Context: an optimization exercise on an open-source flow, tuned for small area. The choices shown serve that exercise and are no tape-out recipe. The RTL was checked by simulation tests, not by an equivalence proof against the original design. No activity file was given, so power comes from the tool's default toggle rates. The flow treats the clock pin as an ideal source, which a real chip does not have.

$ cat flow/flow/run.sh
#!/bin/bash
# The standard layout (standard.sh) with these changes:
#  - after the standard synthesis, flow/handmap.py rebuilds the logic in front of
#    the accumulator registers as the carry-save / ripple-carry adders the RTL
#    describes, and flow/polopt2.py re-chooses the polarity of the full-adder cells
#    and the type of two-input gates to drop inverters. Both keep the netlist
#    logically the same and leave every register, its name and cell type alone;
#  - clock tree synthesis adds no dummy loads and clusters up to 37 sinks per buffer;
#  - port buffers are buf_1.
set -e
W=$PWD
R=$W/orfs/results/sky130hd/TOP_FIR/base
export CTS_ARGS="-sink_clustering_enable -repair_clock_nets -dont_use_dummy_load -buf_list {sky130_fd_sc_hd__clkbuf_8 sky130_fd_sc_hd__clkbuf_16} -sink_clustering_size 37 -sink_clustering_max_diameter 100"
export BUFFER_PORTS_ARGS="-buffer_cell sky130_fd_sc_hd__buf_1"
bash standard.sh $R/1_2_yosys.v > standard_synth.log 2>&1
cp $R/1_2_yosys.v $W/1_2_yosys_std.v
python3 $W/flow/handmap.py $W/1_2_yosys_std.v $W/1_2_yosys_hm.v > handmap.log 2>&1
python3 $W/flow/polopt2.py $W/1_2_yosys_hm.v $R/1_2_yosys.v > polopt.log 2>&1
bash standard.sh > standard.log 2>&1
$ cat flow/flow/handmap.py
#!/usr/bin/env python3
"""Map the filter's arithmetic by hand.

Reads bench's standard synthesis of rtl/TOP_FIR.v and replaces the logic in front
of the accumulator registers (nlo, nhi, ylo, data_out and the four carry
registers) and of the delay-line registers that take masked samples with the carry-save / ripple-carry structure that rtl/TOP_FIR.v
describes, built from sky130hd fa_1, ha_1 and two-input gates. Logic that no
longer drives anything is removed. All registers, their names and cell types, and
the rest of the logic (sample delay line, reset counter and flags) stay as
synthesized. The result computes the same function as the RTL.

usage: handmap.py in.v out.v
"""
import re
import sys

INST_RE = re.compile(r'^(\s*)(sky130_fd_sc_hd__\w+)\s+(\S+)\s*\((.*?)\);', re.S | re.M)
PIN_RE = re.compile(r'\.(\w+)\(\s*([^()]*?)\s*\)')
OUT_PINS = {'X', 'Y', 'Q', 'Q_N', 'SUM', 'COUT', 'HI', 'LO'}
P = 'sky130_fd_sc_hd__'


def main(src, dst):
    text = open(src).read()
    insts = []
    for m in INST_RE.finditer(text):
        insts.append(dict(span=m.span(), typ=m.group(2), name=m.group(3),
                          pins=[list(x) for x in PIN_RE.findall(m.group(4))]))
    hdr = re.search(r'module\s+\w+\s*\((.*?)\);', text, re.S).group(1)
    ports = {p.strip() for p in hdr.split(',')}

    # register name (before the $) -> instance
    flops = {}
    for i, c in enumerate(insts):
        if c['typ'].startswith(P + 'df'):
            flops[c['name'].lstrip('\\').split('$')[0]] = i

    def q(reg):
        return dict(insts[flops[reg]]['pins'])['Q']

    new = []
    cnt = [0]

    def net():
        cnt[0] += 1
        return '_hm_n%d_' % cnt[0]

    def cell(typ, **pins):
        cnt[0] += 1
        new.append((P + typ, '_hm_c%d_' % cnt[0], list(pins.items())))

    def g2(typ, a, b, apin='A', bpin='B', opin=None):
        o = net()
        if opin is None:
            opin = 'X' if typ.startswith(('and', 'or', 'xor')) else 'Y'
        pins = {apin: a, opin: o}
        if bpin is not None:
            pins[bpin] = b
        cell(typ, **pins)
        return o

    def fa(a, b, c, need_cout=True):
        s, co = net(), net()
        pins = dict(A=a, B=b, CIN=c, SUM=s)
        if need_cout:
            pins['COUT'] = co
        cell('fa_1', **pins)
        return s, (co if need_cout else None)

    def ha(a, b):
        s, co = net(), net()
        cell('ha_1', A=a, B=b, SUM=s, COUT=co)
        return s, co

    def xor5(a, b, c_, d_, e):
        return g2('xor2_1', g2('xor2_1', g2('xor2_1', a, b), c_), g2('xor2_1', d_, e))

    rst = 'rst'
    D = {}   # register -> net for its D pin
    d = lambda k, i: q('d[%d][%d]' % (k, i))
    f18, f19, n34, n35 = q('f18'), q('f19'), q('n34'), q('n35')
    nlo = [q('nlo[%d]' % i) for i in range(8)]
    nhi = [q('nhi[%d]' % i) for i in range(8)]
    ylo = [q('ylo[%d]' % i) for i in range(8)]
    dout = [q('data_out[%d]' % i) for i in range(16)]


    def keep0(reg, s):
        D[reg] = g2('nor2b_1', rst, s, 'A', 'B_N', 'Y')      # ~rst & s

    # masked samples; past the taps the delay line holds them inverted
    na_l = {i: g2('nand2_1', d(17, i), f18) for i in range(8)}
    na_h = {i: g2('nand2_1', d(18, i), f19) for i in range(8, 16)}
    for i in range(8):
        D['d[18][%d]' % i] = na_l[i]
    for i in range(8, 16):
        D['d[19][%d]' % i] = na_h[i]
    inv = lambda a: g2('inv_1', a, None, 'A', None, 'Y')
    g19 = inv(f19)
    al = {i: inv(na_l[i]) for i in range(4)}
    ah = {i: g2('nor2_1', d(18, i), g19) for i in range(4, 8)}
    ah.update({i: inv(na_h[i]) for i in range(8, 12)})
    bl = {i: g2('nor2_1', d(33, i), n34) for i in range(8)}
    bh = {i: g2('nor2_1', d(34, i), n35) for i in range(8, 16)}

    # N low byte: nlo + b + ~a + 1
    p, c = {}, {}
    for i in range(8):
        p[i], c[i] = fa(nlo[i], bl[i], na_l[i])
    D['nlo[0]'] = g2('nor2_1', rst, p[0])                  # ~rst & ~p0
    k = p[0]
    for i in range(1, 8):
        s, k = fa(p[i], c[i - 1], k)
        keep0('nlo[%d]' % i, s)
    keep0('cn7', c[7])
    D['kn8'] = g2('or2_1', rst, k)                         # reset value 1

    # N high byte: nhi + b + ~a + carries
    p, c = {}, {}
    for j in range(7):
        p[j], c[j] = fa(nhi[j], bh[8 + j], na_h[8 + j])
    k = q('kn8')
    cin = q('cn7')
    for j in range(7):
        s, k = fa(p[j], cin if j == 0 else c[j - 1], k)
        keep0('nhi[%d]' % j, s)
    # top bit: sum only
    keep0('nhi[7]', xor5(nhi[7], bh[15], na_h[15], c[6], k))

    # y low byte: ylo + 16*a + N
    s, k = ha(ylo[0], nlo[0])
    keep0('ylo[0]', s)
    for i in range(1, 4):
        s, k = fa(ylo[i], nlo[i], k)
        keep0('ylo[%d]' % i, s)
    p, c = {}, {}
    for i in range(4, 8):
        p[i], c[i] = fa(ylo[i], al[i - 4], nlo[i])
    s, k = ha(p[4], k)
    keep0('ylo[4]', s)
    for i in range(5, 8):
        s, k = fa(p[i], c[i - 1], k)
        keep0('ylo[%d]' % i, s)
    keep0('cy7', c[7])
    keep0('ky8', k)
    for i in range(8):
        keep0('data_out[%d]' % i, ylo[i])

    # y high byte: y + 16*a + N + carries
    p, c = {}, {}
    for j in range(7):
        p[j], c[j] = fa(dout[8 + j], ah[4 + j], nhi[j])
    k = q('ky8')
    for j in range(7):
        s, k = fa(p[j], q('cy7') if j == 0 else c[j - 1], k)
        keep0('data_out[%d]' % (8 + j), s)
    keep0('data_out[15]', xor5(dout[15], ah[11], nhi[7], c[6], k))

    # rewire the D pins
    for reg, n in D.items():
        for pin in insts[flops[reg]]['pins']:
            if pin[0] == 'D':
                pin[1] = n

    # remove logic that drives nothing
    def is_port(n):
        return n.split('[')[0].strip() in ports
    alive = [True] * len(insts)
    while True:
        used = set()
        for i, c in enumerate(insts):
            if alive[i]:
                for p_, n in c['pins']:
                    if p_ not in OUT_PINS:
                        used.add(n)
        for _, _, pins in new:
            for p_, n in pins:
                if p_ not in OUT_PINS:
                    used.add(n)
        changed = False
        for i, c in enumerate(insts):
            if not alive[i] or c['typ'].startswith(P + 'df'):
                continue
            outs = [n for p_, n in c['pins'] if p_ in OUT_PINS]
            if not any(n in used or is_port(n) for n in outs):
                alive[i] = False
                changed = True
        if not changed:
            break

    def fmt(n):
        return n + ' ' if n.startswith('\\') else n

    out = []
    pos = 0
    for i, c in enumerate(insts):
        s_, e_ = c['span']
        out.append(text[pos:s_])
        pos = e_
        if not alive[i]:
            continue
        body = ',\n'.join('    .%s(%s)' % (p_, fmt(n)) for p_, n in c['pins'])
        out.append('  %s %s (\n%s\n  );' % (c['typ'], c['name'], body))
    out.append(text[pos:])
    res = ''.join(out)
    nets = sorted({n for _, _, pins in new for _, n in pins if n.startswith('_hm_n')})
    add = ''.join('  wire %s;\n' % n for n in nets)
    for typ, name, pins in new:
        body = ',\n'.join('    .%s(%s)' % (p_, fmt(n)) for p_, n in pins)
        add += '  %s %s (\n%s\n  );\n' % (typ, name, body)
    kk = res.rindex('endmodule')
    open(dst, 'w').write(res[:kk] + add + res[kk:])
    sys.stderr.write('handmap: %d cells added, %d removed\n'
                     % (len(new), alive.count(False)))


if __name__ == '__main__':
    main(sys.argv[1], sys.argv[2])
$ cat flow/flow/polopt2.py
#!/usr/bin/env python3
"""Re-choose signal polarities in a mapped sky130hd netlist to save inverters.

 - A full adder is self-dual: FA(~a, ~b, ~c) = (~sum, ~cout), so every fa cell may
   compute on complemented signals instead.
 - A two-input gate (and2, nand2, nor2, or2 and their inverted-input forms, xor2,
   xnor2) may be replaced by the cheapest such cell that computes the same output
   from whatever polarity of its inputs is available.
All inverters of the input netlist are removed, a polarity is chosen for every
full adder, and the inverters still needed are re-inserted. Registers, their names
and ports are untouched; the netlist computes the same function.

usage: polopt2.py in.v out.v
"""
import re
import random
import sys

INV_RE = re.compile(r'^sky130_fd_sc_hd__(inv|clkinv)_\d+$')
INST_RE = re.compile(r'^(\s*)(sky130_fd_sc_hd__\w+)\s+(\S+)\s*\((.*?)\);', re.S | re.M)
PIN_RE = re.compile(r'\.(\w+)\(\s*([^()]*?)\s*\)')
OUT_PINS = {'X', 'Y', 'Q', 'Q_N', 'SUM', 'COUT', 'HI', 'LO'}
P = 'sky130_fd_sc_hd__'
A_INV = 3.7536

# two-input cells: name -> (area, input pins, output pin, function of the two pins)
G2 = {
    'and2_1': (6.256, ('A', 'B'), 'X', lambda a, b: a & b),
    'and2b_1': (7.5072, ('A_N', 'B'), 'X', lambda a, b: (1 - a) & b),
    'nand2_1': (3.7536, ('A', 'B'), 'Y', lambda a, b: 1 - (a & b)),
    'nand2b_1': (6.256, ('A_N', 'B'), 'Y', lambda a, b: 1 - ((1 - a) & b)),
    'nor2_1': (3.7536, ('A', 'B'), 'Y', lambda a, b: 1 - (a | b)),
    'nor2b_1': (6.256, ('A', 'B_N'), 'Y', lambda a, b: (1 - a) & b),
    'or2_1': (6.256, ('A', 'B'), 'X', lambda a, b: a | b),
    'or2b_1': (7.5072, ('A', 'B_N'), 'X', lambda a, b: a | (1 - b)),
    'xor2_1': (8.7584, ('A', 'B'), 'X', lambda a, b: a ^ b),
    'xnor2_1': (8.7584, ('A', 'B'), 'Y', lambda a, b: 1 - (a ^ b)),
}


def tt(fn):
    return tuple(fn(a, b) for a in (0, 1) for b in (0, 1))


BEST = {}
for cell, (area, pins, outp, fn) in G2.items():
    for swap in (0, 1):
        t = tuple(fn(b, a) if swap else fn(a, b) for a in (0, 1) for b in (0, 1))
        if t not in BEST or area < BEST[t][0]:
            BEST[t] = (area, cell, swap)


def main(src, dst, seed=1, restarts=200):
    text = open(src).read()
    insts = []
    for m in INST_RE.finditer(text):
        insts.append(dict(span=m.span(), indent=m.group(1), typ=m.group(2), name=m.group(3),
                          pins=PIN_RE.findall(m.group(4))))
    driver = {}
    for i, c in enumerate(insts):
        for p, n in c['pins']:
            if p in OUT_PINS:
                driver[n] = (i, p)

    hdr = re.search(r'module\s+\w+\s*\((.*?)\);', text, re.S).group(1)
    ports = {p.strip() for p in hdr.split(',')}

    def is_port(n):
        return n.split('[')[0].strip() in ports

    invs = {i for i, c in enumerate(insts) if INV_RE.match(c['typ'])}
    rm_inv = {i for i in invs if not is_port(dict(insts[i]['pins'])['Y'])}

    def base(n):
        pol = 0
        while n in driver and driver[n][0] in rm_inv:
            n = dict(insts[driver[n][0]]['pins'])['A']
            pol ^= 1
        return n, pol

    fas = [i for i, c in enumerate(insts) if c['typ'] == P + 'fa_1']
    fa_index = {i: k for k, i in enumerate(fas)}
    gates = {}
    for i, c in enumerate(insts):
        short = c['typ'][len(P):]
        if short in G2:
            area, pins, outp, fn = G2[short]
            pm = dict(c['pins'])
            # logical function over (pin0 net, pin1 net) as given
            gates[i] = (tt(fn), [pm[pins[0]], pm[pins[1]]], outp, pm[outp])

    # rigid sinks: (inst, pin, base, pol)
    rigid = {}
    gate_in = {}   # gate inst -> [(base, pol), (base, pol)]
    for i, c in enumerate(insts):
        if i in rm_inv:
            continue
        if i in gates:
            gate_in[i] = [base(n) for n in gates[i][1]]
            continue
        for p, n in c['pins']:
            if p in OUT_PINS:
                continue
            b, pol = base(n)
            rigid.setdefault(b, []).append((i, p, pol))
    bases = set(rigid)
    for i, ins in gate_in.items():
        for b, _ in ins:
            bases.add(b)
    bases = sorted(bases)

    def src_pol(b, f):
        if b in driver and driver[b][0] in fa_index:
            return f[fa_index[driver[b][0]]]
        return 0

    def evaluate(f, detail=False):
        sp = {b: src_pol(b, f) for b in bases}
        has_inv = {}
        for b in bases:
            need = False
            for (i, p, pol) in rigid.get(b, ()):
                req = pol ^ (f[fa_index[i]] if i in fa_index else 0)
                if req != sp[b]:
                    need = True
                    break
            has_inv[b] = need
        cost = A_INV * sum(has_inv.values())
        choice = {}
        for i, (t, _, _, _) in gates.items():
            (b0, p0), (b1, p1) = gate_in[i]
            best = None
            opts0 = [sp[b0]] + ([1 - sp[b0]] if has_inv[b0] else [])
            opts1 = [sp[b1]] + ([1 - sp[b1]] if has_inv[b1] else [])
            for q0 in opts0:
                for q1 in opts1:
                    # physical value x0 = logical_base0 ^ q0; gate wants logical input
                    # v0 = base0 ^ p0 = x0 ^ q0 ^ p0
                    d0, d1 = q0 ^ p0, q1 ^ p1
                    tt2 = tuple(t[(a ^ d0) * 2 + (b ^ d1)] for a in (0, 1) for b in (0, 1))
                    area, cell, swap = BEST[tt2]
                    if best is None or area < best[0]:
                        best = (area, cell, swap, q0, q1)
            cost += best[0]
            choice[i] = best
        if detail:
            return cost, sp, has_inv, choice
        return cost

    rng = random.Random(seed)
    nfa = len(fas)
    best_f = [0] * nfa
    best = evaluate(best_f)
    start = best
    for restart in range(restarts):
        f = [0] * nfa if restart == 0 else [rng.randint(0, 1) for _ in fas]
        cur = evaluate(f)
        improved = True
        while improved:
            improved = False
            order = list(range(nfa))
            rng.shuffle(order)
            for k in order:
                f[k] ^= 1
                c = evaluate(f)
                if c < cur - 1e-9:
                    cur = c
                    improved = True
                else:
                    f[k] ^= 1
        if cur < best - 1e-9:
            best, best_f = cur, f[:]
    f = best_f
    cost, sp, has_inv, choice = evaluate(f, True)
    sys.stderr.write('polopt2: %d fa, %d gates, %d inverters removed, cost %.1f -> %.1f\n'
                     % (nfa, len(gates), len(rm_inv), start, cost))

    # ---- rebuild ----
    inv_net = {}
    new_invs = []

    def net(b, q):
        """physical net carrying base b complemented q times relative to its source"""
        if q == sp[b]:
            return b
        if b not in inv_net:
            k = len(inv_net)
            inv_net[b] = '_polopt_n%d_' % k
            new_invs.append(('_polopt_inv%d_' % k, b, inv_net[b]))
        return inv_net[b]

    new_pins = {}
    for b, ss in rigid.items():
        for (i, p, pol) in ss:
            req = pol ^ (f[fa_index[i]] if i in fa_index else 0)
            new_pins[(i, p)] = net(b, req)
    for i, (area, cell, swap, q0, q1) in choice.items():
        (b0, _), (b1, _) = gate_in[i]
        n0, n1 = net(b0, q0), net(b1, q1)
        cpins = G2[cell][1]
        outp = G2[cell][2]
        ins = (n1, n0) if swap else (n0, n1)
        new_pins[i] = (P + cell, [(cpins[0], ins[0]), (cpins[1], ins[1]), (outp, gates[i][3])])

    def fmt(n):
        return n + ' ' if n.startswith('\\') else n

    out = []
    pos = 0
    for i, c in enumerate(insts):
        s, e = c['span']
        out.append(text[pos:s])
        pos = e
        if i in rm_inv:
            continue
        if i in gates:
            typ, pins = new_pins[i]
        else:
            typ = c['typ']
            pins = [(p, new_pins.get((i, p), n)) if p not in OUT_PINS else (p, n)
                    for p, n in c['pins']]
        body = ',\n'.join('    .%s(%s)' % (p, fmt(n)) for p, n in pins)
        out.append('%s%s %s (\n%s\n  );' % (c['indent'], typ, c['name'], body))
    out.append(text[pos:])
    res = ''.join(out)
    add = ''.join('  wire %s;\n' % nn for _, _, nn in new_invs)
    add += ''.join('  %sinv_1 %s (\n    .A(%s),\n    .Y(%s)\n  );\n' % (P, nm, fmt(a), y)
                   for nm, a, y in new_invs)
    k = res.rindex('endmodule')
    open(dst, 'w').write(res[:k] + add + res[k:])


if __name__ == '__main__':
    main(sys.argv[1], sys.argv[2])
$ cat flow/standard.sh
#!/bin/bash
# synth_recipe.tcl (not shown) runs the flow's synth.tcl, then flattens the netlist and writes it again
# the make line also repeats each setting of config.mk as NAME=value (left out here)
make -C /OpenROAD-flow-scripts/flow DESIGN_CONFIG=/design/flow/config.mk WORK_HOME=/design/flow/orfs CLKGATE_MAP_FILE= SYNTH_SCRIPT=/design/flow/synth_recipe.tcl "${@:-finish}"
$ cat flow/config.mk
export PLATFORM = sky130hd
export DESIGN_NAME = TOP_FIR
export DESIGN_NICKNAME = TOP_FIR
export VERILOG_FILES = /design/flow/design.v
export SDC_FILE = /design/flow/constraint.sdc
export NUM_CORES = 4
export LEC_CHECK = 0
export CAP_MARGIN = 20
export CORE_MARGIN = 2
export CORE_UTILIZATION = 70
export PLACE_DENSITY = 0.85
export SLEW_MARGIN = 20
$ cat flow/constraint.sdc
create_clock -name core_clock -period 5.0 [get_ports {clk}]
set_input_delay 1.0000 -clock core_clock [delete_from_list [all_inputs] [get_ports {clk}]]
set_output_delay 1.0000 -clock core_clock [all_outputs]
set_load 0.01 [all_outputs]
$ cat flow/design.v
`timescale 1ns / 1ps
module TOP_FIR(clk, rst, data_in, data_out);
input clk, rst;
input [15:0] data_in;
output [15:0] data_out;
reg [15:0] data_out;
reg [15:0] d [0:34];
reg [4:0] lf;                  
reg f18, f19;                  
reg n34, n35;                  
reg [7:0] nlo;                 
reg [7:0] nhi;                 
reg [7:0] ylo;                 
reg cn7, kn8, cy7, ky8;        
integer i;
wire [7:0] na_l = ~(d[17][7:0] & {8{f18}});       
wire [15:8] na_h = ~(d[18][15:8] & {8{f19}});     
wire [3:0] a_l = ~na_l[3:0];                       
wire [11:4] a_h = {~na_h[11:8], ~d[18][7:4] & {4{f19}}};    
wire [7:0] b_l = ~d[33][7:0] & {8{~n34}};          
wire [15:8] b_h = ~d[34][15:8] & {8{~n35}};        
always @(posedge clk) begin
	d[0] <= data_in;
	for (i = 1; i < 35; i = i + 1)
		d[i] <= d[i-1];
	d[18][7:0] <= na_l;
	d[19][15:8] <= na_h;
end
always @(posedge clk) begin
	if (rst) begin
		lf <= 5'd0;
		f18 <= 1'b0;
		f19 <= 1'b0;
		n34 <= 1'b1;
		n35 <= 1'b1;
	end else begin
		lf <= {lf[3:0], ~(lf[4] ^ lf[0])};
		f18 <= f18 | (lf[4] & lf[3] & ~lf[0]);
		f19 <= f18;
		n34 <= n34 & ~(f18 & lf[3] & lf[2] & lf[1]);
		n35 <= n34;
	end
end
genvar g;
wire [7:0] nl_p = nlo ^ b_l ^ na_l;
wire [7:0] nl_c = (nlo & b_l) | (nlo & na_l) | (b_l & na_l);
wire [7:0] nl_q = {nl_c[6:0], 1'b1};
wire [8:0] nl_k;
wire [7:0] nl_s;
assign nl_k[0] = 1'b0;
generate for (g = 0; g < 8; g = g + 1) begin : nl_add
	assign nl_s[g] = nl_p[g] ^ nl_q[g] ^ nl_k[g];
	assign nl_k[g+1] = (nl_p[g] & nl_q[g]) | (nl_p[g] & nl_k[g]) | (nl_q[g] & nl_k[g]);
end endgenerate
wire [7:0] nh_p = nhi ^ b_h ^ na_h;
wire [7:0] nh_c = (nhi & b_h) | (nhi & na_h) | (b_h & na_h);
wire [7:0] nh_q = {nh_c[6:0], cn7};
wire [8:0] nh_k;
wire [7:0] nh_s;
assign nh_k[0] = kn8;
generate for (g = 0; g < 8; g = g + 1) begin : nh_add
	assign nh_s[g] = nh_p[g] ^ nh_q[g] ^ nh_k[g];
	assign nh_k[g+1] = (nh_p[g] & nh_q[g]) | (nh_p[g] & nh_k[g]) | (nh_q[g] & nh_k[g]);
end endgenerate
wire [3:0] yl0_s;
wire [4:0] yl0_k;
assign yl0_k[0] = 1'b0;
generate for (g = 0; g < 4; g = g + 1) begin : yl0_add
	assign yl0_s[g] = ylo[g] ^ nlo[g] ^ yl0_k[g];
	assign yl0_k[g+1] = (ylo[g] & nlo[g]) | (ylo[g] & yl0_k[g]) | (nlo[g] & yl0_k[g]);
end endgenerate
wire [3:0] yl_p = ylo[7:4] ^ a_l[3:0] ^ nlo[7:4];
wire [3:0] yl_c = (ylo[7:4] & a_l[3:0]) | (ylo[7:4] & nlo[7:4]) | (a_l[3:0] & nlo[7:4]);
wire [3:0] yl_q = {yl_c[2:0], 1'b0};
wire [4:0] yl_k;
wire [7:0] yl_s;
assign yl_k[0] = yl0_k[4];
assign yl_s[3:0] = yl0_s;
generate for (g = 0; g < 4; g = g + 1) begin : yl_add
	assign yl_s[g+4] = yl_p[g] ^ yl_q[g] ^ yl_k[g];
	assign yl_k[g+1] = (yl_p[g] & yl_q[g]) | (yl_p[g] & yl_k[g]) | (yl_q[g] & yl_k[g]);
end endgenerate
wire [7:0] ah16 = a_h[11:4];
wire [7:0] yh_p = data_out[15:8] ^ ah16 ^ nhi;
wire [7:0] yh_c = (data_out[15:8] & ah16) | (data_out[15:8] & nhi) | (ah16 & nhi);
wire [7:0] yh_q = {yh_c[6:0], cy7};
wire [8:0] yh_k;
wire [7:0] yh_s;
assign yh_k[0] = ky8;
generate for (g = 0; g < 8; g = g + 1) begin : yh_add
	assign yh_s[g] = yh_p[g] ^ yh_q[g] ^ yh_k[g];
	assign yh_k[g+1] = (yh_p[g] & yh_q[g]) | (yh_p[g] & yh_k[g]) | (yh_q[g] & yh_k[g]);
end endgenerate
always @(posedge clk) begin
	if (rst) begin
		nlo <= 8'd0;
		nhi <= 8'd0;
		ylo <= 8'd0;
		data_out <= 16'd0;
		cn7 <= 1'b0;
		kn8 <= 1'b1;
		cy7 <= 1'b0;
		ky8 <= 1'b0;
	end else begin
		nlo <= nl_s;
		nhi <= nh_s;
		ylo <= yl_s;
		data_out <= {yh_s, ylo};
		cn7 <= nl_c[7];
		kn8 <= nl_k[8];
		cy7 <= yl_c[3];
		ky8 <= yl_k[4];
	end
end
endmodule
==> run summary, run 1 <==
outcome finished clean; Post-Route WL 14.84 mm; post-DP HPWL 9.063 mm; Clock Skew 0.05235 ns; Synth Instances 775; CP most frequent cell fa_1; Layout Nets 901; post-CTS resize count 0; largest net degree at the start of global routing 52; Hold Crit Class reg -> reg; fin crit share 89.03%; Crit Reg-Reg Startpoint f19; fmax 0.2246 GHz; Sink Count 605; H-tree depth 1; most frequent cells in the layout dfxtp_1 (605), fa_1 (53), nor2b_1 (42); Initial Utilization 71.12%; RSZ-0062 raised after global routing no; CTS tree built; DIE WIDTH 144.4 um; first-pass iteration count of the detailed router 4; FP Rows 51; worst hold slack 0.2661 ns; Fin Setup TNS 0 ns; yosys warns 2; CTS Buf Count 20; CP max stage cell fa_1; antenna violations before repair 0; share of layout cells above drive strength 1 2.663%; Final Max Slew Viols 0; Worst-path clk slew 0.12 ns; final hold violation count 0; Syn-to-layout area delta 6.884%; Worst Setup End Kind register; hold_buf cts 0; worst skew pair latency 0.54 ns; DIE HEIGHT 144.4 um; Tot GR Track Use 14.90%; CP max FO 5; vias per std cell 4.471; Post-CTS Setup Bufs 0; most common cell after layout, fill and taps aside dfxtp_1; Total Power 7590 uW; Slew HR 30.51%; diode count 0; final setup fails 0; vias in the first global route 4957; worst path cell trace nor2b_1 > fa_1 > fa_1 > fa_1 > fa_1 > fa_1 > fa_1 > fa_1 > fa_1 > xor2_1 > xor2_1 > nor2b_1; Syn Area/Cell 17.80 sq um; Core Region 0.01940 sq mm; Reg2Reg Depth 12; CP peak stage delay 0.47 ns; Synthesized Nets 848; Post-DRT Antenna Nets 0; die area 0.02085 sq mm; critical path type reg -> reg; Port Buf Inserts 33; Max VDD drop 370.7 uV; DR WL/cell 13.60 um; routed vias 4878; R2R Setup Slk 0.55 ns; hold_sp d[7][4]; Hold Crit Depth 0; critical path startpoint category register; FF-to-FF End data_out[15]; I/O pin cnt 34; Residual DRC 0; Worst Max-Slew Pin Slew 1.042 ns; RePlAce Congestion 0.8231; Pwr Density 514.7 mW/mm^2; maximum clock insertion buffer count 3; Root Buffer clkbuf_16; initial drt markers 180; min Tclk post-route 4.452 ns; Hold Path Sink d[8][4]; crit path DAT 4.82 ns; leakage 0.005969 uW; Critical Path RT 5.37 ns; GRT overflow 0; first-pass GRT wire length 23.77 mm; MaxCap Viol Count 0; Post-Synthesis Cell Area 0.01380 sq mm
[sequential cells by signal (all words and copies together) (netlist names)]
name	flops
f19	1
f18	1
n34	1
ylo	8
nhi	8
nlo	8
kn8	1
d	552
cn7	1
lf	5
ky8	1
cy7	1
data_out	16
n35	1
[cell type report]
class	count	area, sq um
fill	1120	4653
multi-input combinational	153	1617
tap	265	331.6
inverter	14	52.55
timing repair buffer	34	132.6
clock buffer	20	500.5
sequential	605	12110
[critical path, delay by kind of cell (launching register included)]
kind	cells	cell delay (ns)
xor+xnor	2	0.31
fa+ha+maj	8	3.24
flops	1	0.41
simple gates	2	0.34
[layer usage]
metal,share of wire (%),global-route usage [%],vias up
li1,-,-,2439
met3,3.7,2.881,35
met1,45,19.35,2317
met5,0,0,-
met4,3.7,5.723,0
met2,47,25.14,87
[worst max-delay path by stage]
stage                    to  startpoint  cells past startpoint  slack [ns]
2_1_floorplan  data_out[15]         f19                     12        0.67
3_3_place_gp   data_out[15]         f19                     12        0.64
3_5_place_dp         nhi[7]         n35                     12        0.55
4_1_cts        data_out[15]         f19                     12        0.54
5_1_grt        data_out[15]         f19                     12        0.34
6_report       data_out[15]         f19                     12        0.55
[report_power, final]
group          internal (uW)  switching, uW  total, uW
registers               5030            102       5130
logic                    267            251        518
clock network            730           1210       1940
total                   6030           1560       7590
[per-stage QoR]
stage | std cells | setup slack [ns] | utilization, % | instance area [sq um]
floorplan | 775 | 0.6702 | - | 13800
detailed placement | 1071 | 0.5527 | 73.43 | 14240
global route | 1091 | 0.3415 | 76.01 | 14750
finish | 1091 | 0.5483 | 76.01 | 14750
CTS | 1091 | 0.5363 | 76.01 | 14750
global placement | 1071 | 0.6448 | 73.43 | 14240
==> inputs of run 2 (changes only) <==
--- a/flow/flow/run.sh
+++ b/flow/flow/run.sh
@@ -10,7 +10,7 @@
 set -e
 W=$PWD
 R=$W/orfs/results/sky130hd/TOP_FIR/base
-export CTS_ARGS="-sink_clustering_enable -repair_clock_nets -dont_use_dummy_load -buf_list {sky130_fd_sc_hd__clkbuf_8 sky130_fd_sc_hd__clkbuf_16} -sink_clustering_size 37 -sink_clustering_max_diameter 100"
+export CTS_ARGS="-sink_clustering_enable -repair_clock_nets -dont_use_dummy_load -buf_list sky130_fd_sc_hd__clkbuf_16 -root_buf sky130_fd_sc_hd__clkbuf_2 -sink_clustering_size 37 -sink_clustering_max_diameter 100"
 export BUFFER_PORTS_ARGS="-buffer_cell sky130_fd_sc_hd__buf_1"
 bash standard.sh $R/1_2_yosys.v > standard_synth.log 2>&1
 cp $R/1_2_yosys.v $W/1_2_yosys_std.v
==> run 2 against run 1 <==
  * Still clean
  * Global-route usage about the same
  * Cell count increased by 1.6%
  * Synthesized area unchanged
  * First-iteration DRC count decreased by 1.1%
  * Critical path type unchanged
  * Highest routed layer unchanged
==> run summary, run 2 <==
Worst Path Buf+Inv 0; FP Rows 51; Syn-to-layout area delta 7.627%; Port Buf Inserts 33; critical path startpoint category register; maximum clock insertion buffer count 3; Synth Instances 775; routed vias 4905; CTS tree built; clock network fraction of total power 24.3%; Pwr Density 503.4 mW/mm^2; Syn Area/Cell 17.80 sq um; Final Max Slew Viols 0; Tot GR Track Use 14.87%; worst path cell trace nand2_1 > fa_1 > fa_1 > fa_1 > fa_1 > fa_1 > fa_1 > fa_1 > fa_1 > nor2b_1; share of layout cells above drive strength 1 2.613%; most frequent cells in the layout dfxtp_1 (605), fa_1 (53), nor2b_1 (42); I/O pin cnt 34; Post-DRT Antenna Nets 0; CP most frequent cell fa_1; H-tree depth 1; post-CTS resize count 0; Hold Crit Class reg -> reg; Clock Skew 0.1378 ns; first-pass iteration count of the detailed router 4; Post-Synthesis Cell Area 0.01380 sq mm; DIE WIDTH 144.4 um; largest net degree at the start of global routing 52; fin crit share 89.91%; GRT overflow 0; Initial Utilization 71.12%; Largest Register d; worst skew pair latency 0.98 ns; Max VDD drop 367.7 uV; Synthesized Nets 848; Internal Pwr Total 5918 uW; Post-Route WL 14.80 mm; multi-input logic area 0.001617 sq mm; share of total power in sequential cells 68.6%; first-pass GRT wire length 23.81 mm; CP max stage cell dfxtp_1; Root Buffer clkbuf_2; yosys warns 2; Residual DRC 0; hold_buf cts 16; # fillers 1117; DR WL/cell 13.36 um; DIE HEIGHT 144.4 um; P_sw 1555 uW; Critical Path RT 5.72 ns; max FFs per register 552; largest registers d (552), data_out (16); leakage 0.006012 uW; post-DP HPWL 9.063 mm; Worst-path clk slew 0.13 ns; Post-CTS Setup Bufs 0; sw frac 20.81%; CP peak stage delay 0.52 ns; die area 0.02085 sq mm; vias per std cell 4.427; Hold Crit Depth 0; most common cell after layout, fill and taps aside dfxtp_1; final setup fails 0; final hold violation count 0; post-route cell area 0.01485 sq mm; Placed Area 0.01424 sq mm; vias in the first global route 4984; Fin Setup TNS 0 ns; CP max FO 10; antenna violations before repair 1; outcome finished clean; non-filler cells, final 1108; Total Power 7474 uW; CP Depth 10; fmax 0.2224 GHz; Placed Cells 1071; initial drt markers 178; min Tclk post-route 4.496 ns; Worst Max-Slew Pin Slew 1.056 ns; RePlAce Congestion 0.8231; Core Region 0.01940 sq mm; Worst Setup End Kind register; crit path DAT 5.22 ns; Gate power share 7.0%; Top Family by Delay on Critical Path adder cells; MaxCap Viol Count 0; Layout Nets 917; Slew HR 29.61%; Sink Count 605; register area 0.01211 sq mm; RSZ-0062 raised after global routing no; CTS Buf Count 20; Reg2Reg Depth 10; critical path type reg -> reg
run 2: area by class of cell:
cell class	count	share of cell area (%)
timing repair buffer	50	1.972
clock buffer	20	2.966
antenna	1	0.01685
inverter	14	0.3539
sequential	605	81.57
tap	265	2.233
multi-input combinational	153	10.89
run 2: through the flow:
step                hold slack (ns)  setup slack (ns)  utilization, %
floorplan                    0.3096            0.6702               -
global placement             0.3100            0.6448           73.43
detailed placement           0.3121            0.5527           73.43
CTS                          0.1967            0.4904           76.53
global route                 0.2122            0.3409           76.54
finish                       0.2065            0.5045           76.54
run 2: path summary, 6_finish.rpt:
check,slack [ns],startpoint,end
worst max-delay path,0.50,f18,nlo[7]
worst min register to register,0.21,d[16][3],d[17][3]
worst max register to register,0.50,f18,nlo[7]
worst min-delay path,0.21,d[16][3],d[17][3]
run 2: power groups by stage:
stage / Combinational (uW) / Clock [uW] / Sequential [uW]
after floorplan: 370 / 0 / 5220
after global placement: 467 / 0 / 5230
after detailed placement: 515 / 0 / 5240
after CTS: 538 / 1890 / 5140
after global routing: 605 / 2050 / 5160
final: 524 / 1820 / 5130
run 2: metal layers:
layer	vias up	share of wire, %	GRT usage, %
met5	-	0	0
met4	0	3.5	5.212
met3	32	3.3	2.947
met2	75	47	25.12
met1	2326	46	19.45
li1	2472	-	-
==> inputs of run 3 (changes only) <==
--- a/flow/flow/run.sh
+++ b/flow/flow/run.sh
@@ -10,7 +10,7 @@
 set -e
 W=$PWD
 R=$W/orfs/results/sky130hd/TOP_FIR/base
-export CTS_ARGS="-sink_clustering_enable -repair_clock_nets -dont_use_dummy_load -buf_list sky130_fd_sc_hd__clkbuf_16 -root_buf sky130_fd_sc_hd__clkbuf_2 -sink_clustering_size 37 -sink_clustering_max_diameter 100"
+export CTS_ARGS="-sink_clustering_enable -repair_clock_nets -dont_use_dummy_load -buf_list sky130_fd_sc_hd__clkbuf_16 -sink_clustering_size 37 -sink_clustering_max_diameter 100"
 export BUFFER_PORTS_ARGS="-buffer_cell sky130_fd_sc_hd__buf_1"
 bash standard.sh $R/1_2_yosys.v > standard_synth.log 2>&1
 cp $R/1_2_yosys.v $W/1_2_yosys_std.v
==> run 3 against run 2 <==
  * Still clean
  * Worst hold slack better by 0.060 ns
  * Via count shrank 0.55%
  * First-iteration DRC count up 1.1%
  * Register-to-register slack better by 0.04 ns
  * Cell count fell by 1.5%
  * Critical endpoint is now data_out[15]
  * Largest power group unchanged
==> run summary, run 3 <==
outcome finished clean; Pwr Density 514.7 mW/mm^2; Crit Reg-Reg Startpoint f19; critical path startpoint category register; worst skew pair latency 0.54 ns; post-DP HPWL 9.063 mm; RePlAce Congestion 0.8231; first-pass GRT wire length 23.77 mm; fin crit share 89.03%; DP Worst Slack 0.5527 ns; leakage 0.005969 uW; final setup fails 0; Synthesized Nets 848; diode count 0; Post-Synthesis Cell Area 0.01380 sq mm; CTS Buf Count 20; # fillers 1120; DIE WIDTH 144.4 um; Syn Area/Cell 17.80 sq um; largest net degree at the start of global routing 52; Critical Path RT 5.37 ns; DR WL/cell 13.60 um; min Tclk post-route 4.452 ns; Hold Crit Class reg -> reg; CP most frequent cell fa_1; vias per std cell 4.471; CP max FO 5; final hold violation count 0; critical path type reg -> reg; Worst-path clk slew 0.12 ns; share of layout cells above drive strength 1 2.663%; Hold Crit Depth 0; DIE HEIGHT 144.4 um; CTS tree built; Max VDD drop 370.7 uV; vias in the first global route 4957; worst path cell trace nor2b_1 > fa_1 > fa_1 > fa_1 > fa_1 > fa_1 > fa_1 > fa_1 > fa_1 > xor2_1 > xor2_1 > nor2b_1; post-route setup slack 0.5483 ns; Residual DRC 0; Post-DRT Antenna Nets 0; Clock Skew 0.05235 ns; MaxCap Viol Count 0; die area 0.02085 sq mm; Post-CTS Setup Bufs 0; non-filler cells, final 1091; max FFs per register 552; most common cell after layout, fill and taps aside dfxtp_1; worst hold slack 0.2661 ns; Initial Utilization 71.12%; GRT overflow 0; RSZ-0062 raised after global routing no; initial drt markers 180; CP peak stage delay 0.47 ns; Tot GR Track Use 14.90%; Reg2Reg Depth 12; FP Rows 51; Largest Register d; Placed Cells 1071; I/O pin cnt 34; Synth Instances 775; Syn-to-layout area delta 6.884%; antenna violations before repair 0; Layout Nets 901; R2R Setup Slk 0.55 ns; Core Region 0.01940 sq mm; Sink Count 605; first-pass iteration count of the detailed router 4; Final Max Slew Viols 0; largest registers d (552), data_out (16); maximum clock insertion buffer count 3; Post-Route WL 14.84 mm; hold_buf cts 0; fmax 0.2246 GHz; crit path from f19; Fin Setup TNS 0 ns; most frequent cells in the layout dfxtp_1 (605), fa_1 (53), nor2b_1 (42); Worst Max-Slew Pin Slew 1.042 ns; Critical Path End data_out[15]; Slew HR 30.51%; routed vias 4878; FF-to-FF End data_out[15]; Port Buf Inserts 33; Worst Setup End Kind register; crit path DAT 4.82 ns; post-CTS resize count 0; H-tree depth 1; Final Core Density 76.01%; yosys warns 2; Root Buffer clkbuf_16; CP max stage cell fa_1
==> run 3: changes by cell type in the layout (fill, tap and decap cells not counted), sizes merged <==
| cell | previous run | this run |
|---|---|---|
| diode | 1 | 0 |
| dlygate4sd3 | 16 | 0 |
==> run 3: worst max-delay path: cells and delay by family, from the launching register on <==
kind / cells / cell delay, ns
flip-flops: 1 / 0.41
XOR/XNOR: 2 / 0.31
AND/OR/NAND/NOR: 2 / 0.34
adder cells (fa/ha/maj): 8 / 3.24
==> run 3: routing by layer <==
layer	vias to the layer above	wire [um]	track usage, %
met5	-	0	0
met4	0	553	5.723
met3	35	552	2.881
met2	87	6998	25.14
met1	2317	6736	19.35
li1	2439	-	-
==> run 3: how the worst min path moves through the flow <==
stage / startpoint / end / slack (ns)
6_report: d[7][4] / d[8][4] / 0.27
3_3_place_gp: d[15][3] / d[16][3] / 0.31
5_1_grt: d[4][5] / d[5][5] / 0.26
4_1_cts: d[7][3] / d[8][3] / 0.27
3_5_place_dp: d[13][2] / d[14][2] / 0.31
2_1_floorplan: d[9][0] / d[10][0] / 0.31
==> run 3: final cells by class <==
cell class	instances	area, sq um	area share (%)
multi-input combinational	153	1617	10.96
timing repair buffer	34	132.6	0.8994
clock buffer	20	500.5	3.394
sequential	605	12110	82.14
tap	265	331.6	2.249
inverter	14	52.55	0.3564
==> run 3: through the flow <==
step           power, uW  area, sq um
6_report            7590        14750
5_1_grt             7921        14750
4_1_cts             7674        14750
3_5_place_dp        5757        14240
3_3_place_gp        5694        14240
2_1_floorplan       5588        13800
==> run 3: power breakdown <==
group | internal [uW] | total [uW] | leakage, uW | switching, uW
logic | 267 | 518 | 0.000720 | 251
registers | 5030 | 5130 | 0.00500 | 102
clock network | 730 | 1940 | 0.000246 | 1210
==> inputs of run 4 (changes only) <==
--- a/flow/flow/run.sh
+++ b/flow/flow/run.sh
@@ -10,7 +10,7 @@
 set -e
 W=$PWD
 R=$W/orfs/results/sky130hd/TOP_FIR/base
-export CTS_ARGS="-sink_clustering_enable -repair_clock_nets -dont_use_dummy_load -buf_list sky130_fd_sc_hd__clkbuf_16 -sink_clustering_size 37 -sink_clustering_max_diameter 100"
+export CTS_ARGS="-sink_clustering_enable -repair_clock_nets -dont_use_dummy_load -buf_list sky130_fd_sc_hd__clkbuf_16 -root_buf sky130_fd_sc_hd__clkbuf_4 -sink_clustering_size 37 -sink_clustering_max_diameter 100"
 export BUFFER_PORTS_ARGS="-buffer_cell sky130_fd_sc_hd__buf_1"
 bash standard.sh $R/1_2_yosys.v > standard_synth.log 2>&1
 cp $R/1_2_yosys.v $W/1_2_yosys_std.v
==> run 4 against run 3 <==
  * Still clean on timing, DRC and antenna
  * Combinational power decreased by 0.8%
  * Maximum frequency down 0.13%
  * Die area unchanged
  * Sequential power about the same
  * Utilization down 0.26 points
  * Critical path depth unchanged
  * Highest routed layer unchanged
==> run summary, run 4 <==
worst skew pair latency 0.77 ns; Root Buffer clkbuf_4; Initial Utilization 71.12%; Slew HR 29.44%; share of total power in sequential cells 68.5%; Residual DRC 0; GRT overflow 0; vias in the first global route 4957; leakage 0.005946 uW; antenna violations before repair 1; yosys warns 2; R2R Setup Slk 0.54 ns; post-route cell area 0.01470 sq mm; Sink Count 605; Pwr Density 509.4 mW/mm^2; DIE HEIGHT 144.4 um; Synthesized Nets 848; crit path from f19; first-pass GRT wire length 23.76 mm; Worst Setup End Kind register; CTS Buf Count 20; sw frac 20.78%; outcome finished clean; final setup fails 0; # fillers 1134; vias per std cell 4.433; min Tclk post-route 4.458 ns; Clock Skew 0.07480 ns; Hold Crit Class reg -> reg; initial drt markers 188; Syn-to-layout area delta 6.521%; critical path type reg -> reg; FP Rows 51; largest registers d (552), data_out (16); Port Buf Inserts 33; largest net degree at the start of global routing 52; Post-Synthesis Cell Area 0.01380 sq mm; Hold Path Sink d[8][4]; critical path startpoint category register; Gate power share 6.9%; Fin Setup TNS 0 ns; post-CTS resize count 0; post-DP HPWL 9.063 mm; Worst Max-Slew Pin Slew 1.058 ns; Crit Reg-Reg Startpoint f19; Reg2Reg Depth 12; Placed Cells 1071; hold_sp d[7][4]; die area 0.02085 sq mm; maximum clock insertion buffer count 3; H-tree depth 1; final hold violation count 0; Worst-path clk slew 0.12 ns; I/O pin cnt 34; Synth Instances 775; Internal Pwr Total 5929 uW; DIE WIDTH 144.4 um; Post-DRT Antenna Nets 0; first-pass iteration count of the detailed router 4; share of layout cells above drive strength 1 2.663%; fmax 0.2243 GHz; MaxCap Viol Count 0; post-route setup slack 0.5425 ns; most frequent cells in the layout dfxtp_1 (605), fa_1 (53), nor2b_1 (42); Post-Route WL 14.74 mm; CP max FO 5; FF-to-FF End data_out[15]; RePlAce Congestion 0.8231; Critical Path RT 5.56 ns; Hold Crit Depth 0; routed vias 4841; RSZ-0062 raised after global routing no; P_sw 1556 uW; hold_buf cts 0; CTS tree built; fin crit share 89.15%; Max VDD drop 368.4 uV; DP Worst Slack 0.5527 ns; crit path DAT 5.01 ns; Largest Register d; clock network fraction of total power 24.6%; Core Region 0.01940 sq mm; DR WL/cell 13.50 um; max FFs per register 552; Layout Nets 901; Final Max Slew Viols 0; most common cell after layout, fill and taps aside dfxtp_1; Tot GR Track Use 14.82%; Placed Area 0.01424 sq mm; non-filler cells, final 1092; Syn Area/Cell 17.80 sq um; Post-CTS Setup Bufs 0
-- run 4: power groups by stage --
stage	sequential [uW]	combinational, uW	clock, uW
6_report	5130	514	1840
5_1_grt	5160	595	2070
4_1_cts	5140	528	1900
3_5_place_dp	5240	515	0
3_3_place_gp	5230	467	0
2_1_floorplan	5220	370	0
-- run 4: how the worst max path moves through the flow --
stage               slack (ns)           end
detailed placement        0.55        nhi[7]
global placement          0.64  data_out[15]
CTS                       0.53  data_out[15]
finish                    0.54  data_out[15]
floorplan                 0.67  data_out[15]
global route              0.38  data_out[15]
-- run 4: final cells by class --
class | count | area (sq um) | share of cell area (%)
repair buffers | 34 | 132.6 | 0.9025
clock buffers | 20 | 447.9 | 3.048
multi-input cells | 153 | 1617 | 11.00
diodes | 1 | 2.502 | 0.01703
inverters | 14 | 52.55 | 0.3576
well taps | 265 | 331.6 | 2.256
flip-flops and latches | 605 | 12110 | 82.42
-- run 4: per-layer routing --
metal	vias up	wire [um]	GRT usage, %
li1	2441	-	-
met1	2292	6823	19.45
met2	75	6874	25.02
met3	33	516	2.848
met4	0	522	5.212
met5	-	0	0
-- run 4: metrics by stage --
stage / power [uW] / util, % / hold WS (ns)
finish: 7485 / 75.75 / 0.2637
detailed placement: 5757 / 73.43 / 0.3121
floorplan: 5588 / - / 0.3096
global placement: 5694 / 73.43 / 0.3100
CTS: 7567 / 75.74 / 0.2440
global route: 7817 / 75.75 / 0.2405
-- run 4: critical path, stage by stage (launching register included) --
cell and delay, ns:
dfxtp_1 0.42, nor2b_1 0.21, fa_1 0.46, fa_1 0.44, fa_1 0.38, fa_1 0.38, fa_1 0.39, fa_1 0.39
fa_1 0.40, fa_1 0.39, xor2_1 0.17, xor2_1 0.14, nor2b_1 0.13
==> inputs of run 5 (changes only) <==
--- a/flow/flow/run.sh
+++ b/flow/flow/run.sh
@@ -5,7 +5,8 @@
 #    describes, and flow/polopt2.py re-chooses the polarity of the full-adder cells
 #    and the type of two-input gates to drop inverters. Both keep the netlist
 #    logically the same and leave every register, its name and cell type alone;
-#  - clock tree synthesis adds no dummy loads and clusters up to 37 sinks per buffer;
+#  - clock tree synthesis adds no dummy loads, clusters up to 37 sinks per
+#    buffer and uses clkbuf_4 above the leaf buffers;
 #  - port buffers are buf_1.
 set -e
 W=$PWD
==> run 5 against run 4 <==
  * Sequential cell count did not move
  * Critical path depth unchanged
  * Routed wire length unchanged
  * Utilization unchanged
  * Synthesized area did not move
  * Via count unchanged
  * Worst hold slack did not move
  * Count of clock-buffer cells in the layout unchanged
  * Still clean on timing, DRC and antenna
  * Setup slack did not move
==> run summary, run 5 <==
outcome finished clean; Internal Pwr Total 5929 uW; Core Region 0.01940 sq mm; largest net degree at the start of global routing 52; final setup fails 0; GRT overflow 0; DIE HEIGHT 144.4 um; DR WL/cell 13.50 um; Post-Synthesis Cell Area 0.01380 sq mm; vias in the first global route 4957; Syn-to-layout area delta 6.521%; Layout Nets 901; share of total power in sequential cells 68.5%; Tot GR Track Use 14.82%; die area 0.02085 sq mm; Root Buffer clkbuf_4; Max VDD drop 368.4 uV; DIE WIDTH 144.4 um; Reg2Reg Depth 12; clock network fraction of total power 24.6%; routed vias 4841; Fin Setup TNS 0 ns; final hold violation count 0; Clock Skew 0.07480 ns; Sink Count 605; CP max FO 5; hold_buf cts 0; Placed Area 0.01424 sq mm; critical path type reg -> reg; critical path startpoint category register; CP max stage cell fa_1; I/O pin cnt 34; Port Buf Inserts 33; Worst Max-Slew Pin Slew 1.058 ns; Post-CTS Setup Bufs 0; Residual DRC 0; crit path DAT 5.01 ns; largest registers d (552), data_out (16); CTS Buf Count 20; worst hold slack 0.2637 ns; fmax 0.2243 GHz; initial drt markers 188; RePlAce Congestion 0.8231; worst path cell trace nor2b_1 > fa_1 > fa_1 > fa_1 > fa_1 > fa_1 > fa_1 > fa_1 > fa_1 > xor2_1 > xor2_1 > nor2b_1; CP most frequent cell fa_1; share of layout cells above drive strength 1 2.663%; Post-DRT Antenna Nets 0; Worst-path clk slew 0.12 ns; max FFs per register 552; Syn Area/Cell 17.80 sq um; antenna violations before repair 1; Initial Utilization 71.12%; worst skew pair latency 0.77 ns; Placed Cells 1071; Worst Setup End Kind register; MaxCap Viol Count 0; CP peak stage delay 0.46 ns; most frequent cells in the layout dfxtp_1 (605), fa_1 (53), nor2b_1 (42); post-route cell area 0.01470 sq mm; first-pass iteration count of the detailed router 4; non-filler cells, final 1092; leakage 0.005946 uW; R2R Setup Slk 0.54 ns; maximum clock insertion buffer count 3; sw frac 20.78%; Pwr Density 509.4 mW/mm^2; Final Max Slew Viols 0; Gate power share 6.9%; yosys warns 2; Slew HR 29.44%; Hold Crit Depth 0; CTS tree built; Critical Path RT 5.56 ns; CP Depth 12; Post-Route WL 14.74 mm; first-pass GRT wire length 23.76 mm; H-tree depth 1; Synthesized Nets 848; Worst Path Buf+Inv 0; FP Rows 51; most common cell after layout, fill and taps aside dfxtp_1; Top Family by Delay on Critical Path adder cells; vias per std cell 4.433; min Tclk post-route 4.458 ns; post-DP HPWL 9.063 mm; post-CTS resize count 0; Hold Crit Class reg -> reg; P_sw 1556 uW; fin crit share 89.15%; Largest Register d; Synth Instances 775; RSZ-0062 raised after global routing no
-- run 5: power by group through the flow --
stage	clock (uW)	combinational, uW	sequential (uW)
6_report	1840	514	5130
5_1_grt	2070	595	5160
4_1_cts	1900	528	5140
3_5_place_dp	0	515	5240
3_3_place_gp	0	467	5230
2_1_floorplan	0	370	5220
-- run 5: stage by stage --
step                      total power [uW]  util (%)  worst slack [ns]
after CTS                             7567     75.74            0.5329
after global placement                5694     73.43            0.6448
after detailed placement              5757     73.43            0.5527
after global routing                  7817     75.75            0.3752
after floorplan                       5588         -            0.6702
final                                 7485     75.75            0.5425
-- run 5: final timing paths --
path	endpoint	from
worst max-delay path	data_out[15]	f19
worst min-delay path	d[8][4]	d[7][4]
worst max register to register	data_out[15]	f19
worst min register to register	d[8][4]	d[7][4]
-- run 5: cell type report --
class,instances,area [sq um]
diodes,1,2.502
clock buffers,20,447.9
fillers,1134,4703
inverters,14,52.55
multi-input cells,153,1617
flip-flops and latches,605,12110
well taps,265,331.6
repair buffers,34,132.6
-- run 5: worst register-to-register path, cell delays in order (launching register included) --
cell and delay (ns):
dfxtp_1 0.42, nor2b_1 0.21, fa_1 0.46, fa_1 0.44, fa_1 0.38, fa_1 0.38, fa_1 0.39, fa_1 0.39
fa_1 0.40, fa_1 0.39, xor2_1 0.17, xor2_1 0.14, nor2b_1 0.13
-- run 5: per-layer routing --
| layer | global-route usage, % | part of all wire, % |
|---|---|---|
| met1 | 19.45 | 46 |
| met2 | 25.02 | 47 |
| met3 | 2.848 | 3.5 |
| met4 | 5.212 | 3.5 |
| met5 | 0 | 0 |
==> inputs of run 6 (changes only) <==
--- a/flow/flow/run.sh
+++ b/flow/flow/run.sh
@@ -2,7 +2,7 @@
 # The standard layout (standard.sh) with these changes:
 #  - after the standard synthesis, flow/handmap.py rebuilds the logic in front of
 #    the accumulator registers as the carry-save / ripple-carry adders the RTL
-#    describes, and flow/polopt2.py re-chooses the polarity of the full-adder cells
+#    describes, and flow/polopt.py re-chooses the polarity of the full-adder and xor cells
 #    and the type of two-input gates to drop inverters. Both keep the netlist
 #    logically the same and leave every register, its name and cell type alone;
 #  - clock tree synthesis adds no dummy loads, clusters up to 37 sinks per
@@ -16,5 +16,5 @@
 bash standard.sh $R/1_2_yosys.v > standard_synth.log 2>&1
 cp $R/1_2_yosys.v $W/1_2_yosys_std.v
 python3 $W/flow/handmap.py $W/1_2_yosys_std.v $W/1_2_yosys_hm.v > handmap.log 2>&1
-python3 $W/flow/polopt2.py $W/1_2_yosys_hm.v $R/1_2_yosys.v > polopt.log 2>&1
+python3 $W/flow/polopt.py $W/1_2_yosys_hm.v $R/1_2_yosys.v > polopt.log 2>&1
 bash standard.sh > standard.log 2>&1
==> flow/flow/polopt.py (new file) <==
#!/usr/bin/env python3
"""Re-choose signal polarities in a mapped sky130hd netlist to save inverters.

 - A full adder is self-dual: FA(~a, ~b, ~c) = (~sum, ~cout), so every fa cell may
   compute on complemented signals instead.
 - An xor2 or xnor2 cell may compute the complement of its output instead.
 - A two-input gate (and2, nand2, nor2, or2 and their inverted-input forms, xor2,
   xnor2) may be replaced by the cheapest such cell that computes the same output
   from whatever polarity of its inputs is available.
All inverters of the input netlist are removed, a polarity is chosen for every
full adder, and the inverters still needed are re-inserted. Registers, their names
and ports are untouched; the netlist computes the same function.

usage: polopt.py in.v out.v
"""
import re
import random
import sys

INV_RE = re.compile(r'^sky130_fd_sc_hd__(inv|clkinv)_\d+$')
INST_RE = re.compile(r'^(\s*)(sky130_fd_sc_hd__\w+)\s+(\S+)\s*\((.*?)\);', re.S | re.M)
PIN_RE = re.compile(r'\.(\w+)\(\s*([^()]*?)\s*\)')
OUT_PINS = {'X', 'Y', 'Q', 'Q_N', 'SUM', 'COUT', 'HI', 'LO'}
P = 'sky130_fd_sc_hd__'
A_INV = 3.7536

# two-input cells: name -> (area, input pins, output pin, function of the two pins)
G2 = {
    'and2_1': (6.256, ('A', 'B'), 'X', lambda a, b: a & b),
    'and2b_1': (7.5072, ('A_N', 'B'), 'X', lambda a, b: (1 - a) & b),
    'nand2_1': (3.7536, ('A', 'B'), 'Y', lambda a, b: 1 - (a & b)),
    'nand2b_1': (6.256, ('A_N', 'B'), 'Y', lambda a, b: 1 - ((1 - a) & b)),
    'nor2_1': (3.7536, ('A', 'B'), 'Y', lambda a, b: 1 - (a | b)),
    'nor2b_1': (6.256, ('A', 'B_N'), 'Y', lambda a, b: (1 - a) & b),
    'or2_1': (6.256, ('A', 'B'), 'X', lambda a, b: a | b),
    'or2b_1': (7.5072, ('A', 'B_N'), 'X', lambda a, b: a | (1 - b)),
    'xor2_1': (8.7584, ('A', 'B'), 'X', lambda a, b: a ^ b),
    'xnor2_1': (8.7584, ('A', 'B'), 'Y', lambda a, b: 1 - (a ^ b)),
}


def tt(fn):
    return tuple(fn(a, b) for a in (0, 1) for b in (0, 1))


BEST = {}
for cell, (area, pins, outp, fn) in G2.items():
    for swap in (0, 1):
        t = tuple(fn(b, a) if swap else fn(a, b) for a in (0, 1) for b in (0, 1))
        if t not in BEST or area < BEST[t][0]:
            BEST[t] = (area, cell, swap)


def main(src, dst, seed=1, restarts=200):
    text = open(src).read()
    insts = []
    for m in INST_RE.finditer(text):
        insts.append(dict(span=m.span(), indent=m.group(1), typ=m.group(2), name=m.group(3),
                          pins=PIN_RE.findall(m.group(4))))
    driver = {}
    for i, c in enumerate(insts):
        for p, n in c['pins']:
            if p in OUT_PINS:
                driver[n] = (i, p)

    hdr = re.search(r'module\s+\w+\s*\((.*?)\);', text, re.S).group(1)
    ports = {p.strip() for p in hdr.split(',')}

    def is_port(n):
        return n.split('[')[0].strip() in ports

    invs = {i for i, c in enumerate(insts) if INV_RE.match(c['typ'])}
    rm_inv = {i for i in invs if not is_port(dict(insts[i]['pins'])['Y'])}

    def base(n):
        pol = 0
        while n in driver and driver[n][0] in rm_inv:
            n = dict(insts[driver[n][0]]['pins'])['A']
            pol ^= 1
        return n, pol

    fas = [i for i, c in enumerate(insts) if c['typ'] == P + 'fa_1']
    xors = [i for i, c in enumerate(insts) if c['typ'] in (P + 'xor2_1', P + 'xnor2_1')]
    fa_index = {i: k for k, i in enumerate(fas)}
    xor_index = {i: len(fas) + k for k, i in enumerate(xors)}
    gates = {}
    for i, c in enumerate(insts):
        short = c['typ'][len(P):]
        if short in G2:
            area, pins, outp, fn = G2[short]
            pm = dict(c['pins'])
            # logical function over (pin0 net, pin1 net) as given
            gates[i] = (tt(fn), [pm[pins[0]], pm[pins[1]]], outp, pm[outp])

    # rigid sinks: (inst, pin, base, pol)
    rigid = {}
    gate_in = {}   # gate inst -> [(base, pol), (base, pol)]
    for i, c in enumerate(insts):
        if i in rm_inv:
            continue
        if i in gates:
            gate_in[i] = [base(n) for n in gates[i][1]]
            continue
        for p, n in c['pins']:
            if p in OUT_PINS:
                continue
            b, pol = base(n)
            rigid.setdefault(b, []).append((i, p, pol))
    bases = set(rigid)
    for i, ins in gate_in.items():
        for b, _ in ins:
            bases.add(b)
    bases = sorted(bases)

    def src_pol(b, f):
        if b in driver and driver[b][0] in fa_index:
            return f[fa_index[driver[b][0]]]
        if b in driver and driver[b][0] in xor_index:
            return f[xor_index[driver[b][0]]]
        return 0

    def evaluate(f, detail=False):
        sp = {b: src_pol(b, f) for b in bases}
        has_inv = {}
        for b in bases:
            need = False
            for (i, p, pol) in rigid.get(b, ()):
                req = pol ^ (f[fa_index[i]] if i in fa_index else 0)
                if req != sp[b]:
                    need = True
                    break
            has_inv[b] = need
        cost = A_INV * sum(has_inv.values())
        choice = {}
        for i, (t, _, _, _) in gates.items():
            (b0, p0), (b1, p1) = gate_in[i]
            best = None
            opts0 = [sp[b0]] + ([1 - sp[b0]] if has_inv[b0] else [])
            opts1 = [sp[b1]] + ([1 - sp[b1]] if has_inv[b1] else [])
            for q0 in opts0:
                for q1 in opts1:
                    # physical value x0 = logical_base0 ^ q0; gate wants logical input
                    # v0 = base0 ^ p0 = x0 ^ q0 ^ p0
                    d0, d1 = q0 ^ p0, q1 ^ p1
                    fo = f[xor_index[i]] if i in xor_index else 0
                    tt2 = tuple(t[(a ^ d0) * 2 + (b ^ d1)] ^ fo for a in (0, 1) for b in (0, 1))
                    area, cell, swap = BEST[tt2]
                    if best is None or area < best[0]:
                        best = (area, cell, swap, q0, q1)
            cost += best[0]
            choice[i] = best
        if detail:
            return cost, sp, has_inv, choice
        return cost

    rng = random.Random(seed)
    nfa = len(fas) + len(xors)
    best_f = [0] * nfa
    best = evaluate(best_f)
    start = best
    for restart in range(restarts):
        f = [0] * nfa if restart == 0 else [rng.randint(0, 1) for _ in range(nfa)]
        cur = evaluate(f)
        improved = True
        while improved:
            improved = False
            order = list(range(nfa))
            rng.shuffle(order)
            for k in order:
                f[k] ^= 1
                c = evaluate(f)
                if c < cur - 1e-9:
                    cur = c
                    improved = True
                else:
                    f[k] ^= 1
        if cur < best - 1e-9:
            best, best_f = cur, f[:]
    f = best_f
    cost, sp, has_inv, choice = evaluate(f, True)
    sys.stderr.write('polopt: %d fa, %d gates, %d inverters removed, cost %.1f -> %.1f\n'
                     % (nfa, len(gates), len(rm_inv), start, cost))

    # ---- rebuild ----
    inv_net = {}
    new_invs = []

    def net(b, q):
        """physical net carrying base b complemented q times relative to its source"""
        if q == sp[b]:
            return b
        if b not in inv_net:
            k = len(inv_net)
            inv_net[b] = '_polopt_n%d_' % k
            new_invs.append(('_polopt_inv%d_' % k, b, inv_net[b]))
        return inv_net[b]

    new_pins = {}
    for b, ss in rigid.items():
        for (i, p, pol) in ss:
            req = pol ^ (f[fa_index[i]] if i in fa_index else 0)
            new_pins[(i, p)] = net(b, req)
    for i, (area, cell, swap, q0, q1) in choice.items():
        (b0, _), (b1, _) = gate_in[i]
        n0, n1 = net(b0, q0), net(b1, q1)
        cpins = G2[cell][1]
        outp = G2[cell][2]
        ins = (n1, n0) if swap else (n0, n1)
        new_pins[i] = (P + cell, [(cpins[0], ins[0]), (cpins[1], ins[1]), (outp, gates[i][3])])

    def fmt(n):
        return n + ' ' if n.startswith('\\') else n

    out = []
    pos = 0
    for i, c in enumerate(insts):
        s, e = c['span']
        out.append(text[pos:s])
        pos = e
        if i in rm_inv:
            continue
        if i in gates:
            typ, pins = new_pins[i]
        else:
            typ = c['typ']
            pins = [(p, new_pins.get((i, p), n)) if p not in OUT_PINS else (p, n)
                    for p, n in c['pins']]
        body = ',\n'.join('    .%s(%s)' % (p, fmt(n)) for p, n in pins)
        out.append('%s%s %s (\n%s\n  );' % (c['indent'], typ, c['name'], body))
    out.append(text[pos:])
    res = ''.join(out)
    add = ''.join('  wire %s;\n' % nn for _, _, nn in new_invs)
    add += ''.join('  %sinv_1 %s (\n    .A(%s),\n    .Y(%s)\n  );\n' % (P, nm, fmt(a), y)
                   for nm, a, y in new_invs)
    k = res.rindex('endmodule')
    open(dst, 'w').write(res[:k] + add + res[k:])


if __name__ == '__main__':
    main(sys.argv[1], sys.argv[2])
removed: flow/flow/polopt2.py
==> run 6 against run 5 <==
  * Still clean
  * Combinational power increased by 3%
  * Die area is essentially flat
  * Clock power is essentially flat
  * Synthesized area hardly changed
  * First-iteration DRC count grew 5.3%
  * Register-to-register slack lost 0.02 ns
  * Synthesized cell count did not move
  * Sequential power about the same
  * Sequential cell count unchanged
  * Power increased by 0.29%
  * Sequential share of layout area is essentially flat
  * Critical path type unchanged
  * Critical endpoint is now nhi[7]
  * Highest routed layer unchanged
==> run summary, run 6 <==
Initial Utilization 71.09%; critical path startpoint category register; post-CTS resize count 0; multi-input logic area 0.001612 sq mm; H-tree depth 1; worst hold slack 0.2684 ns; largest net degree at the start of global routing 52; Syn-to-layout area delta 6.541%; # fillers 1131; Clock Skew 0.07463 ns; leakage 0.005929 uW; Pwr Density 510.9 mW/mm^2; die area 0.02084 sq mm; final setup fails 0; vias in the first global route 5115; CP max FO 10; DIE HEIGHT 144.4 um; RePlAce Congestion 0.8476; post-DP HPWL 9.746 mm; final hold violation count 0; maximum clock insertion buffer count 3; fmax 0.2234 GHz; worst path cell trace buf_4 > nand2_1 > fa_1 > fa_1 > fa_1 > fa_1 > fa_1 > fa_1 > fa_1 > fa_1 > xor2_1 > xnor2_1 > nor2_1; Final Max Slew Viols 0; CP peak stage delay 0.49 ns; Fin Setup TNS 0 ns; Hold Crit Class reg -> reg; DR WL/cell 14.01 um; Gate power share 7.0%; FP Rows 51; GRT overflow 0; Worst Setup End Kind register; share of layout cells above drive strength 1 2.663%; initial drt markers 198; P_sw 1573 uW; crit path DAT 5.04 ns; Core Region 0.01940 sq mm; Post-CTS Setup Bufs 0; clock network fraction of total power 24.6%; Root Buffer clkbuf_4; Post-Synthesis Cell Area 0.01379 sq mm; Critical Path RT 5.56 ns; Post-Route WL 15.31 mm; largest registers d (552), data_out (16); Worst Max-Slew Pin Slew 1.062 ns; CP max stage cell fa_1; Tot GR Track Use 15.23%; Sink Count 605; routed vias 4854; MaxCap Viol Count 0; first-pass iteration count of the detailed router 4; antenna violations before repair 1; CTS Buf Count 20; fin crit share 89.53%; CTS tree built; Worst Path Buf+Inv 1; Internal Pwr Total 5934 uW; outcome finished clean; Largest Register d; sw frac 20.95%; Synthesized Nets 848; register area 0.01211 sq mm; first-pass GRT wire length 24.32 mm; Port Buf Inserts 33; CP most frequent cell fa_1; Max VDD drop 332.0 uV; share of total power in sequential cells 68.3%; Layout Nets 901; Synth Instances 775; critical path type reg -> reg; RSZ-0062 raised after global routing no; vias per std cell 4.441; hold_buf cts 0; most common cell after layout, fill and taps aside dfxtp_1; Post-DRT Antenna Nets 0; most frequent cells in the layout dfxtp_1 (605), fa_1 (53), nor2b_1 (40); Residual DRC 0; Top Family by Delay on Critical Path adder cells; DIE WIDTH 144.4 um; Worst-path clk slew 0.12 ns; min Tclk post-route 4.476 ns; worst skew pair latency 0.77 ns; Syn Area/Cell 17.79 sq um; max FFs per register 552; Slew HR 29.17%; yosys warns 2; I/O pin cnt 34
run 6: layer usage:
| metal | global-route usage, % | part of all wire (%) | vias to the layer above | wire, um |
|---|---|---|---|---|
| met4 | 4.803 | 3.2 | 0 | 493 |
| met3 | 2.748 | 3.0 | 30 | 455 |
| met1 | 18.97 | 45 | 2321 | 6817 |
| met2 | 27.21 | 49 | 68 | 7545 |
| met5 | 0 | 0 | - | 0 |
| li1 | - | - | 2435 | - |
run 6: final timing paths:
| check | start | endpoint | slack, ns | cells after the start |
|---|---|---|---|---|
| hold / removal | d[5][4] | d[6][4] | 0.27 | 0 |
| setup reg to reg | f19 | nhi[7] | 0.52 | 13 |
| setup / recovery | f19 | nhi[7] | 0.52 | 13 |
| hold reg to reg | d[5][4] | d[6][4] | 0.27 | 0 |
run 6: area by class of cell:
cell class / count / share of cell area [%]
Multi-Input combinational cell: 153 / 10.97
Inverter: 14 / 0.3577
Antenna cell: 2 / 0.03406
Clock buffer: 20 / 3.049
Timing Repair Buffer: 34 / 0.9027
Tap cell: 265 / 2.257
Sequential cell: 605 / 82.43
run 6: power by group through the flow:
stage	Clock (uW)	Combinational [uW]	Sequential, uW
final	1850	529	5130
after global routing	2050	623	5150
after CTS	1900	544	5140
after detailed placement	0	534	5240
after global placement	0	468	5220
after floorplan	0	374	5220
run 6: through the flow:
step / cell area, sq um / std cells / utilization, % / total power [uW] / setup slack, ns
global placement: 14240 / 1071 / 73.41 / 5693 / 0.6787
detailed placement: 14240 / 1071 / 73.41 / 5775 / 0.5403
CTS: 14690 / 1091 / 75.72 / 7577 / 0.5113
global route: 14690 / 1093 / 75.74 / 7830 / 0.3705
floorplan: 13790 / 775 / - / 5592 / 0.7401
finish: 14690 / 1093 / 75.74 / 7507 / 0.5237

==> static timing again, ports no longer ideal <==
The flow's constraints put no driver on any port. The routed layouts listed below were extracted and timed again, unchanged, in two steps. Step 1 sets driving cells, clkbuf_16 on the clock port and buf_2 on the other inputs (assumed; they add their load-dependent delay and slew). Step 2, shift: input delay + t, output delay - t, t = (earliest + latest rising clock arrival at the registers) / 2. This alone moves slack from input paths to output paths. Slacks: no drivers / after step 1 / after step 2; pairs: no drivers / after step 1.
| run | shift t [ns] | setup WS [ns] | latest minus earliest clock arrival (ns) | pins driven straight from the clock port |
|---|---|---|---|---|
| run 1 | 0.557 | 0.548 / 0.549 / 0.549 | 0.052 / 0.052 | 1 |
| run 2 | 0.948 | 0.504 / 0.505 / 0.505 | 0.141 / 0.141 | 1 |
| run 3 | 0.557 | 0.548 / 0.549 / 0.549 | 0.052 / 0.052 | 1 |
| run 4 | 0.766 | 0.542 / 0.543 / 0.543 | 0.080 / 0.081 | 1 |
| run 5 | 0.766 | 0.542 / 0.543 / 0.543 | 0.080 / 0.081 | 1 |
| run 6 | 0.768 | 0.524 / 0.524 / 0.524 | 0.079 / 0.079 | 1 |
After both steps setup and hold are still met in every run listed.
